This design comes from an exercise in tuning for small area and a short achievable clock period on the open sky130 flow, not from production work. The clock input has no modelled driver; a real chip could not lean on it and would need a root buffer or a full tree. Power and IR drop assume default switching activity.

== the previous run ==
==> flow/design.v (excerpt) <==
module Router_Top_Level_1x3(clock,resetn,read_enb_0,read_enb_1,read_enb_2,data_in,pkt_valid,data_out_0,data_out_1,data_out_2,valid_out_0,valid_out_1,valid_out_2,error,busy);
==> module FIFO_Project, before the edit <==
module FIFO_Project(clk, resetn, soft_reset, read_enb, write_enb, data_in,
                    data_out, valid, full);
input clk, resetn, soft_reset, read_enb, write_enb;
input [7:0] data_in;
output reg [7:0] data_out;
output reg valid;    
output reg full;
reg [7:0] fifo [0:15];
reg [3:0] last;      
wire clr = !resetn || soft_reset;
wire wr  = write_enb && !full;
wire rd  = read_enb && valid;
integer k;
always @(posedge clk)
    if (wr) begin
        fifo[0] <= data_in;
        for (k = 1; k < 16; k = k + 1)
            fifo[k] <= fifo[k - 1];
    end
wire [7:0] rdata;
FIFO_Read_Mux read_mux(.d({fifo[15], fifo[14], fifo[13], fifo[12], fifo[11], fifo[10], fifo[9], fifo[8],
                          fifo[7], fifo[6], fifo[5], fifo[4], fifo[3], fifo[2], fifo[1], fifo[0]}),
                       .sel(last), .q(rdata));
always @(posedge clk)
    if (clr)
        data_out <= 8'd0;
    else if (rd)
        data_out <= rdata;
wire [3:0] last_rd   = wr ? last : (last == 4'd0 ? 4'd0 : last - 4'd1);
wire [3:0] last_nord = (wr && valid) ? last + 4'd1 : last;
wire [3:0] last_next;
FIFO_Pick4 pick_last(.clr(clr), .sel(read_enb && valid), .a(last_rd), .b(last_nord), .q(last_next));
always @(posedge clk)
    last <= last_next;
always @(posedge clk) begin
    valid <= !clr && (wr || (valid && !(read_enb && last == 4'd0)));
    full  <= !clr && !(read_enb && valid) && (wr ? (valid && last == 4'd14) : full);
end
endmodule
==> module FIFO_Pick4, before the edit <==
module FIFO_Pick4(input clr, input sel, input [3:0] a, input [3:0] b, output [3:0] q);
assign q = clr ? 4'd0 : sel ? a : b;
endmodule
==> module FSM_Project, before the edit <==
module FSM_Project(clk, resetn, soft_reset, pkt_valid, addr_in, empty_in,
                   fifo_full, parity_done, low_pkt_valid, addr,
                   detect_add, lfd_state, ld_state, lp_state, cpe_state,
                   full_state, laf_state, busy, write_enb);
input clk, resetn, soft_reset, pkt_valid;
input [1:0] addr_in;
input [2:0] empty_in;
input fifo_full, parity_done, low_pkt_valid;
output reg [1:0] addr;
output detect_add, lfd_state, ld_state, lp_state, cpe_state, full_state, laf_state;
output reg busy;
output reg [2:0] write_enb;    
reg s_da, s_lfd, s_ld, s_lp, s_cpe, s_ffs, s_laf, s_wte;
wire [3:0] empty4 = {1'b0, empty_in};
wire hdr_ok     = pkt_valid && (addr_in != 2'd3);
wire hdr_empty  = empty4[addr_in];
wire addr_empty = empty4[addr];
wire clr = !resetn || soft_reset;
wire n_da  = clr || (s_da && !hdr_ok) || (s_cpe && !fifo_full) || (s_laf && parity_done);
wire n_lfd = !clr && ((s_da && hdr_ok && hdr_empty) || (s_wte && addr_empty));
wire n_wte = !clr && ((s_da && hdr_ok && !hdr_empty) || (s_wte && !addr_empty));
wire n_ld  = !clr && (s_lfd || (s_ld && !fifo_full && pkt_valid) ||
                      (s_laf && !parity_done && !low_pkt_valid));
wire n_lp  = !clr && ((s_ld && !fifo_full && !pkt_valid) ||
                      (s_laf && !parity_done && low_pkt_valid));
wire n_cpe = !clr && s_lp;
wire n_ffs = !clr && ((s_ld || s_cpe || s_ffs) && fifo_full);
wire n_laf = !clr && s_ffs && !fifo_full;
wire n_busy = !clr && ((s_da && hdr_ok) || (s_ld && (fifo_full || !pkt_valid)) ||
                       s_lp || s_ffs || s_wte || (s_cpe && fifo_full) ||
                       (s_laf && !parity_done && low_pkt_valid));
wire [1:0] n_addr = s_da ? addr_in : addr;
wire n_we = n_ld || n_lp || n_laf;
always @(posedge clk) begin
    s_da  <= n_da;
    s_lfd <= n_lfd;
    s_wte <= n_wte;
    s_ld  <= n_ld;
    s_lp  <= n_lp;
    s_cpe <= n_cpe;
    s_ffs <= n_ffs;
    s_laf <= n_laf;
    busy  <= n_busy;
    write_enb <= {3{n_we}} & {addr == 2'd2, addr == 2'd1, addr == 2'd0};
end
always @(posedge clk)
    addr <= n_addr;
assign detect_add = s_da;
assign lfd_state  = s_lfd;
assign ld_state   = s_ld;
assign lp_state   = s_lp;
assign cpe_state  = s_cpe;
assign full_state = s_ffs;
assign laf_state  = s_laf;
endmodule
export LEC_CHECK = 0
export CAP_MARGIN = 20
export CORE_MARGIN = 2
export CORE_UTILIZATION = 55
export PLACE_DENSITY = 0.65
export SETUP_SLACK_MARGIN = 3.2
export SLEW_MARGIN = 20
export SYNTH_HIERARCHICAL = 1
export SYNTH_MINIMUM_KEEP_SIZE = 0
create_clock -name core_clock -period 5.0 [get_ports {clock}]
standard.sh (not shown) runs the stock make flow with config.mk's settings and CLKGATE_MAP_FILE= SYNTH_SCRIPT=/design/flow/synth_recipe.tcl, a recipe that flattens the netlist after the stock synthesis.
==> flow/flow/run.sh <==
#!/bin/bash
# Standard ORFS layout, except that the clock tree is a hand-built two-level
# inverter tree (flow/cts_hook.tcl) instead of TritonCTS's buffer H-tree.
set -euo pipefail
work=$(pwd)
bash standard.sh PRE_CTS_TCL="$work/flow/cts_hook.tcl" finish > "$work/standard.log" 2>&1
Other scripts of this flow, unchanged in this note and not shown: flow/flow/cts_hook.tcl
The previous run ran to completion and came out clean on the timing, DRC and antenna checks.
Inputs modified between the previous run and the current run:
--- a/flow/design.v
+++ b/flow/design.v
@@ -30,8 +30,6 @@
 wire [3:0] last_rd   = wr ? last : (last == 4'd0 ? 4'd0 : last - 4'd1);
 wire [3:0] last_nord = (wr && valid) ? last + 4'd1 : last;
-wire [3:0] last_next;
-FIFO_Pick4 pick_last(.clr(clr), .sel(read_enb && valid), .a(last_rd), .b(last_nord), .q(last_next));
-always @(posedge clk)
-    last <= last_next;
+always @(posedge clk)
+    last <= clr ? 4'd0 : (read_enb && valid) ? last_rd : last_nord;
 always @(posedge clk) begin
     valid <= !clr && (wr || (valid && !(read_enb && last == 4'd0)));
@@ -41,7 +39,4 @@
 module FIFO_Read_Mux(input [127:0] d, input [3:0] sel, output [7:0] q);
 assign q = d[8*sel +: 8];
-endmodule
-module FIFO_Pick4(input clr, input sel, input [3:0] a, input [3:0] b, output [3:0] q);
-assign q = clr ? 4'd0 : sel ? a : b;
 endmodule
 `timescale 1ns / 1ps
@@ -106,5 +101,5 @@
     s_laf <= n_laf;
     busy  <= n_busy;
-    write_enb <= {3{n_we}} & {addr == 2'd2, addr == 2'd1, addr == 2'd0};
+    write_enb <= {3{n_we}} & {n_addr == 2'd2, n_addr == 2'd1, n_addr == 2'd0};
 end
 always @(posedge clk)
### Flow results
From the previous run to the current run the numbers moved as follows: final critical delay including setup and external delays rose by 0.011 ns; register fraction of the total cell area decreased by 0.25 points relative to the old numbers; share of total power in combinational logic increased 0.9 points; area after synthesis rose 0.50%; relative area change from synthesis to final layout shows a reduction of 0.20 points.
Hold violation count in the final report across the current run and the previous run: no real change.
From the previous run to the current run the numbers moved as follows: worst path buffer plus inverter count decreased by 1 relative to the old numbers; first-iteration DRC count increased by 9 relative to the old numbers; count of cell types in the netlist decreased by about 1.7% relative to the old numbers; peak clock frequency supported by timing decreased by 0.59% relative to the old numbers; post-route total power increased by 1.1% relative to the old numbers.
Function was not checked in any run of this note: the RTL went through the layout flow alone. No run of this note takes its clock network from TritonCTS; it comes from the design's own scripts or RTL.


Another version of the RTL of Router_Top_Level_1x3 (not shown whole).
Size: ~1,200 cells after synthesis, about 43 I/O pins.
==> module FIFO_Project, before the edit <==
module FIFO_Project(clk, resetn, soft_reset, read_enb, write_enb, data_in,
                    data_out, valid, full);
input clk, resetn, soft_reset, read_enb, write_enb;
input [7:0] data_in;
output reg [7:0] data_out;
output reg valid;    
output reg full;
reg [7:0] fifo [0:15];
reg [3:0] last;      
wire clr = !resetn || soft_reset;
wire wr  = write_enb && !full;
wire rd  = read_enb && valid;
integer k;
always @(posedge clk)
    if (wr) begin
        fifo[0] <= data_in;
        for (k = 1; k < 16; k = k + 1)
            fifo[k] <= fifo[k - 1];
    end
wire [7:0] rdata;
FIFO_Read_Mux read_mux(.d({fifo[15], fifo[14], fifo[13], fifo[12], fifo[11], fifo[10], fifo[9], fifo[8],
                          fifo[7], fifo[6], fifo[5], fifo[4], fifo[3], fifo[2], fifo[1], fifo[0]}),
                       .sel(last), .q(rdata));
always @(posedge clk)
    if (clr)
        data_out <= 8'd0;
    else if (rd)
        data_out <= rdata;
wire [3:0] last_rd   = wr ? last : (last == 4'd0 ? 4'd0 : last - 4'd1);
wire [3:0] last_nord = (wr && valid) ? last + 4'd1 : last;
wire [3:0] last_next;
FIFO_Pick4 pick_last(.clr(clr), .sel(read_enb && valid), .a(last_rd), .b(last_nord), .q(last_next));
always @(posedge clk)
    last <= last_next;
wire full_next = !clr && !(read_enb && valid) && (wr ? (valid && last == 4'd14) : full);
always @(posedge clk) begin
    valid <= !clr && (wr || (valid && !(read_enb && last == 4'd0)));
    full  <= full_next;
end
endmodule
==> module FSM_Project, before the edit <==
module FSM_Project(clk, resetn, soft_reset, pkt_valid, addr_in, empty_in,
                   fifo_full, parity_done, low_pkt_valid, addr,
                   detect_add, lfd_state, ld_state, lp_state, cpe_state,
                   full_state, laf_state, busy, write_enb);
input clk, resetn, soft_reset, pkt_valid;
input [1:0] addr_in;
input [2:0] empty_in;
input fifo_full, parity_done, low_pkt_valid;
output reg [2:0] addr;        
output detect_add, lfd_state, ld_state, lp_state, cpe_state, full_state, laf_state;
output reg busy;
output reg [2:0] write_enb;    
reg s_da, s_lfd, s_ld, s_lp, s_cpe, s_ffs, s_laf, s_wte;
wire [3:0] empty4 = {1'b0, empty_in};
wire hdr_ok     = pkt_valid && (addr_in != 2'd3);
wire hdr_empty  = empty4[addr_in];
wire addr_empty = |(addr & empty_in);
wire clr = !resetn || soft_reset;
wire n_da  = clr || (s_da && !hdr_ok) || (s_cpe && !fifo_full) || (s_laf && parity_done);
wire n_lfd = !clr && ((s_da && hdr_ok && hdr_empty) || (s_wte && addr_empty));
wire n_wte = !clr && ((s_da && hdr_ok && !hdr_empty) || (s_wte && !addr_empty));
wire n_ld  = !clr && (s_lfd || (s_ld && !fifo_full && pkt_valid) ||
                      (s_laf && !parity_done && !low_pkt_valid));
wire n_lp  = !clr && ((s_ld && !fifo_full && !pkt_valid) ||
                      (s_laf && !parity_done && low_pkt_valid));
wire n_cpe = !clr && s_lp;
wire n_ffs = !clr && ((s_ld || s_cpe || s_ffs) && fifo_full);
wire n_laf = !clr && s_ffs && !fifo_full;
wire n_busy = !clr && ((s_da && hdr_ok) || (s_ld && (fifo_full || !pkt_valid)) ||
                       s_lp || s_ffs || s_wte || (s_cpe && fifo_full) ||
                       (s_laf && !parity_done && low_pkt_valid));
wire [2:0] n_addr = s_da ? {addr_in == 2'd2, addr_in == 2'd1, addr_in == 2'd0} : addr;
wire n_we = n_ld || n_lp || n_laf;
always @(posedge clk) begin
    s_da  <= n_da;
    s_lfd <= n_lfd;
    s_wte <= n_wte;
    s_ld  <= n_ld;
    s_lp  <= n_lp;
    s_cpe <= n_cpe;
    s_ffs <= n_ffs;
    s_laf <= n_laf;
    busy  <= n_busy;
    write_enb <= {3{n_we}} & addr;
end
always @(posedge clk)
    addr <= n_addr;
assign detect_add = s_da;
assign lfd_state  = s_lfd;
assign ld_state   = s_ld;
assign lp_state   = s_lp;
assign cpe_state  = s_cpe;
assign full_state = s_ffs;
assign laf_state  = s_laf;
endmodule
==> module Router_Top_Level_1x3, before the edit <==
module Router_Top_Level_1x3(clock,resetn,read_enb_0,read_enb_1,read_enb_2,data_in,pkt_valid,data_out_0,data_out_1,data_out_2,valid_out_0,valid_out_1,valid_out_2,error,busy);
input clock,resetn,read_enb_0,read_enb_1,read_enb_2,pkt_valid;
input [7:0] data_in;
output valid_out_0,valid_out_1,valid_out_2,error,busy;
output [7:0] data_out_0,data_out_1,data_out_2;
wire [2:0] soft_reset, valid, full, read_enb;
wire [7:0] reg_out;
wire [2:0] addr;
wire detect_add, lfd_state, ld_state, lp_state, cpe_state, full_state, laf_state;
wire parity_done, low_pkt_valid;
assign read_enb = {read_enb_2, read_enb_1, read_enb_0};
assign valid_out_0 = valid[0];
assign valid_out_1 = valid[1];
assign valid_out_2 = valid[2];
wire fifo_full = |(addr & full);
wire [2:0] write_enb;
FIFO_Project fifo_0(.clk(clock), .resetn(resetn), .soft_reset(soft_reset[0]),
                    .read_enb(read_enb_0), .write_enb(write_enb[0]), .data_in(reg_out),
                    .data_out(data_out_0), .valid(valid[0]), .full(full[0]));
FIFO_Project fifo_1(.clk(clock), .resetn(resetn), .soft_reset(soft_reset[1]),
                    .read_enb(read_enb_1), .write_enb(write_enb[1]), .data_in(reg_out),
                    .data_out(data_out_1), .valid(valid[1]), .full(full[1]));
FIFO_Project fifo_2(.clk(clock), .resetn(resetn), .soft_reset(soft_reset[2]),
                    .read_enb(read_enb_2), .write_enb(write_enb[2]), .data_in(reg_out),
                    .data_out(data_out_2), .valid(valid[2]), .full(full[2]));
Synchronizer_Project sync_0(.clk(clock), .resetn(resetn), .valid(valid[0]),
                            .read_enb(read_enb_0), .soft_reset(soft_reset[0]));
Synchronizer_Project sync_1(.clk(clock), .resetn(resetn), .valid(valid[1]),
                            .read_enb(read_enb_1), .soft_reset(soft_reset[1]));
Synchronizer_Project sync_2(.clk(clock), .resetn(resetn), .valid(valid[2]),
                            .read_enb(read_enb_2), .soft_reset(soft_reset[2]));
FSM_Project fsm0(.clk(clock), .resetn(resetn), .soft_reset(|soft_reset),
                 .pkt_valid(pkt_valid), .addr_in(data_in[1:0]), .empty_in(~valid),
                 .fifo_full(fifo_full), .parity_done(parity_done), .low_pkt_valid(low_pkt_valid),
                 .addr(addr), .detect_add(detect_add), .lfd_state(lfd_state), .ld_state(ld_state),
                 .lp_state(lp_state), .cpe_state(cpe_state), .full_state(full_state),
                 .laf_state(laf_state), .busy(busy), .write_enb(write_enb));
Register_Project register(.clk(clock), .resetn(resetn), .pkt_valid(pkt_valid), .data_in(data_in),
                          .fifo_full(fifo_full), .detect_add(detect_add), .ld_state(ld_state),
                          .laf_state(laf_state), .lfd_state(lfd_state), .cpe_state(cpe_state),
                          .err(error), .parity_done(parity_done), .low_pkt_valid(low_pkt_valid),
                          .data_out(reg_out));
endmodule
==> flow/config.mk <==
export PLATFORM = sky130hd
export DESIGN_NAME = Router_Top_Level_1x3
export DESIGN_NICKNAME = Router_Top_Level_1x3
export VERILOG_FILES = /design/flow/design.v
export SDC_FILE = /design/flow/constraint.sdc
export NUM_CORES = 4
export LEC_CHECK = 0
export CAP_MARGIN = 20
export CORE_MARGIN = 2
export CORE_UTILIZATION = 55
export PLACE_DENSITY = 0.65
export SETUP_SLACK_MARGIN = 3.3
export SLEW_MARGIN = 20
export SYNTH_HIERARCHICAL = 1
export SYNTH_MINIMUM_KEEP_SIZE = 0
==> flow/constraint.sdc <==
create_clock -name core_clock -period 5.0 [get_ports {clock}]
set_input_delay 1.0000 -clock core_clock [delete_from_list [all_inputs] [get_ports {clock}]]
set_output_delay 1.0000 -clock core_clock [all_outputs]
set_load 0.01 [all_outputs]
==> flow/flow/run.sh <==
#!/bin/bash
# Standard ORFS layout, except that the clock tree is a hand-built two-level
# inverter tree (flow/cts_hook.tcl) instead of TritonCTS's buffer H-tree, and
# the port buffers start as buf_4 instead of the smallest buffer.
set -euo pipefail
work=$(pwd)
bash standard.sh PRE_CTS_TCL="$work/flow/cts_hook.tcl" \
  BUFFER_PORTS_ARGS="-buffer_cell sky130_fd_sc_hd__buf_4" finish > "$work/standard.log" 2>&1
Other scripts of this flow, unchanged in this note and not shown: flow/flow/cts_hook.tcl
Rerun with:
--- a/flow/design.v
+++ b/flow/design.v
@@ -1,15 +1,17 @@
 `timescale 1ns / 1ps
 module FIFO_Project(clk, resetn, soft_reset, read_enb, write_enb, data_in,
-                    data_out, valid, full);
+                    data_out, valid, empty, full, full_next);
 input clk, resetn, soft_reset, read_enb, write_enb;
 input [7:0] data_in;
 output reg [7:0] data_out;
 output reg valid;    
+output reg empty;    
 output reg full;
+output full_next;
 reg [7:0] fifo [0:15];
 reg [3:0] last;      
 wire clr = !resetn || soft_reset;
 wire wr  = write_enb && !full;
-wire rd  = read_enb && valid;
+wire rd  = read_enb && !empty;
 integer k;
 always @(posedge clk)
@@ -29,12 +31,14 @@
         data_out <= rdata;
 wire [3:0] last_rd   = wr ? last : (last == 4'd0 ? 4'd0 : last - 4'd1);
-wire [3:0] last_nord = (wr && valid) ? last + 4'd1 : last;
+wire [3:0] last_nord = (wr && !empty) ? last + 4'd1 : last;
 wire [3:0] last_next;
-FIFO_Pick4 pick_last(.clr(clr), .sel(read_enb && valid), .a(last_rd), .b(last_nord), .q(last_next));
+FIFO_Pick4 pick_last(.clr(clr), .sel(read_enb && !empty), .a(last_rd), .b(last_nord), .q(last_next));
 always @(posedge clk)
     last <= last_next;
-wire full_next = !clr && !(read_enb && valid) && (wr ? (valid && last == 4'd14) : full);
+assign full_next = !clr && !(read_enb && !empty) && (wr ? (!empty && last == 4'd14) : full);
+wire valid_next = !clr && (wr || (!empty && !(read_enb && last == 4'd0)));
 always @(posedge clk) begin
-    valid <= !clr && (wr || (valid && !(read_enb && last == 4'd0)));
+    valid <= valid_next;
+    empty <= !valid_next;
     full  <= full_next;
 end
@@ -103,5 +107,5 @@
 input [2:0] empty_in;
 input fifo_full, parity_done, low_pkt_valid;
-output reg [2:0] addr;        
+output reg [1:0] addr;
 output detect_add, lfd_state, ld_state, lp_state, cpe_state, full_state, laf_state;
 output reg busy;
@@ -111,5 +115,5 @@
 wire hdr_ok     = pkt_valid && (addr_in != 2'd3);
 wire hdr_empty  = empty4[addr_in];
-wire addr_empty = |(addr & empty_in);
+wire addr_empty = empty4[addr];
 wire clr = !resetn || soft_reset;
 wire n_da  = clr || (s_da && !hdr_ok) || (s_cpe && !fifo_full) || (s_laf && parity_done);
@@ -126,5 +130,5 @@
                        s_lp || s_ffs || s_wte || (s_cpe && fifo_full) ||
                        (s_laf && !parity_done && low_pkt_valid));
-wire [2:0] n_addr = s_da ? {addr_in == 2'd2, addr_in == 2'd1, addr_in == 2'd0} : addr;
+wire [1:0] n_addr = s_da ? addr_in : addr;
 wire n_we = n_ld || n_lp || n_laf;
 always @(posedge clk) begin
@@ -138,5 +142,5 @@
     s_laf <= n_laf;
     busy  <= n_busy;
-    write_enb <= {3{n_we}} & addr;
+    write_enb <= {3{n_we}} & {addr == 2'd2, addr == 2'd1, addr == 2'd0};
 end
 always @(posedge clk)
@@ -203,7 +207,7 @@
 output valid_out_0,valid_out_1,valid_out_2,error,busy;
 output [7:0] data_out_0,data_out_1,data_out_2;
-wire [2:0] soft_reset, valid, full, read_enb;
+wire [2:0] soft_reset, valid, empty, full, read_enb;
 wire [7:0] reg_out;
-wire [2:0] addr;
+wire [1:0] addr;
 wire detect_add, lfd_state, ld_state, lp_state, cpe_state, full_state, laf_state;
 wire parity_done, low_pkt_valid;
@@ -212,23 +216,30 @@
 assign valid_out_1 = valid[1];
 assign valid_out_2 = valid[2];
-wire fifo_full = |(addr & full);
+wire [2:0] full_next;
+wire [3:0] full_next4 = {1'b0, full_next};
+reg fifo_full;
+always @(posedge clock)
+    fifo_full <= full_next4[addr];
 wire [2:0] write_enb;
 FIFO_Project fifo_0(.clk(clock), .resetn(resetn), .soft_reset(soft_reset[0]),
                     .read_enb(read_enb_0), .write_enb(write_enb[0]), .data_in(reg_out),
-                    .data_out(data_out_0), .valid(valid[0]), .full(full[0]));
+                    .data_out(data_out_0), .valid(valid[0]), .empty(empty[0]), .full(full[0]),
+                    .full_next(full_next[0]));
 FIFO_Project fifo_1(.clk(clock), .resetn(resetn), .soft_reset(soft_reset[1]),
                     .read_enb(read_enb_1), .write_enb(write_enb[1]), .data_in(reg_out),
-                    .data_out(data_out_1), .valid(valid[1]), .full(full[1]));
+                    .data_out(data_out_1), .valid(valid[1]), .empty(empty[1]), .full(full[1]),
+                    .full_next(full_next[1]));
 FIFO_Project fifo_2(.clk(clock), .resetn(resetn), .soft_reset(soft_reset[2]),
                     .read_enb(read_enb_2), .write_enb(write_enb[2]), .data_in(reg_out),
-                    .data_out(data_out_2), .valid(valid[2]), .full(full[2]));
-Synchronizer_Project sync_0(.clk(clock), .resetn(resetn), .valid(valid[0]),
+                    .data_out(data_out_2), .valid(valid[2]), .empty(empty[2]), .full(full[2]),
+                    .full_next(full_next[2]));
+Synchronizer_Project sync_0(.clk(clock), .resetn(resetn), .valid(!empty[0]),
                             .read_enb(read_enb_0), .soft_reset(soft_reset[0]));
-Synchronizer_Project sync_1(.clk(clock), .resetn(resetn), .valid(valid[1]),
+Synchronizer_Project sync_1(.clk(clock), .resetn(resetn), .valid(!empty[1]),
                             .read_enb(read_enb_1), .soft_reset(soft_reset[1]));
-Synchronizer_Project sync_2(.clk(clock), .resetn(resetn), .valid(valid[2]),
+Synchronizer_Project sync_2(.clk(clock), .resetn(resetn), .valid(!empty[2]),
                             .read_enb(read_enb_2), .soft_reset(soft_reset[2]));
 FSM_Project fsm0(.clk(clock), .resetn(resetn), .soft_reset(|soft_reset),
-                 .pkt_valid(pkt_valid), .addr_in(data_in[1:0]), .empty_in(~valid),
+                 .pkt_valid(pkt_valid), .addr_in(data_in[1:0]), .empty_in(empty),
                  .fifo_full(fifo_full), .parity_done(parity_done), .low_pkt_valid(low_pkt_valid),
                  .addr(addr), .detect_add(detect_add), .lfd_state(lfd_state), .ld_state(ld_state),
- combinational power drops by about 3%
- clock power stays flat
- first-iteration DRC count drops by 21%
- clock skew hardly moves
- via count climbs by 2.3%
- die area climbs by 0.93%
- worst hold slack stays flat
- global-route usage climbs by 0.28 points
- total power climbs by 0.41%
- setup slack loses 0.041 ns
- utilization climbs by 1.4 points
Function was not checked in any run of this note: the RTL went through the layout flow alone. No run of this note takes its clock network from TritonCTS; it comes from the design's own scripts or RTL.

-- separate check: timing with driven ports --
The flow's constraints put no driver on any port. The routed layouts listed below were extracted and timed again, unchanged, in two steps.
Step 1 sets driving cells, clkbuf_16 on the clock port and buf_2 on the other inputs (assumed; they add their load-dependent delay and slew).
Step 2 also shifts input and output timing later by t, the mid clock arrival at the registers, as if the neighbouring blocks saw the same clock.
Three values: ideal ports, drivers, drivers and shift; two values: the first two.
run | t (ns) | setup WS [ns] | worst setup path after step 2 | latest minus earliest clock arrival (ns) | slew at the worst register clock pin (ns)
the previous run | 0.437 | 3.194 / 2.983 / 3.051 | input to register | 0.016 / 0.016 | 0.08 / 0.08
the current run | 0.444 | 3.184 / 2.993 / 2.892 | input to register | 0.016 / 0.013 | 0.08 / 0.08
the first run of note 2 | 0.372 | 3.307 / 3.109 / 3.110 | input to register | 0.016 / 0.016 | 0.11 / 0.11
the second run of note 2 | 0.375 | 3.266 / 3.119 / 3.083 | input to register | 0.016 / 0.016 | 0.11 / 0.11
After both steps setup and hold are still met in every run listed. For the current run, which loses most, drivers alone change the setup slack by -0.191 ns; drivers and shift together by -0.292 ns.
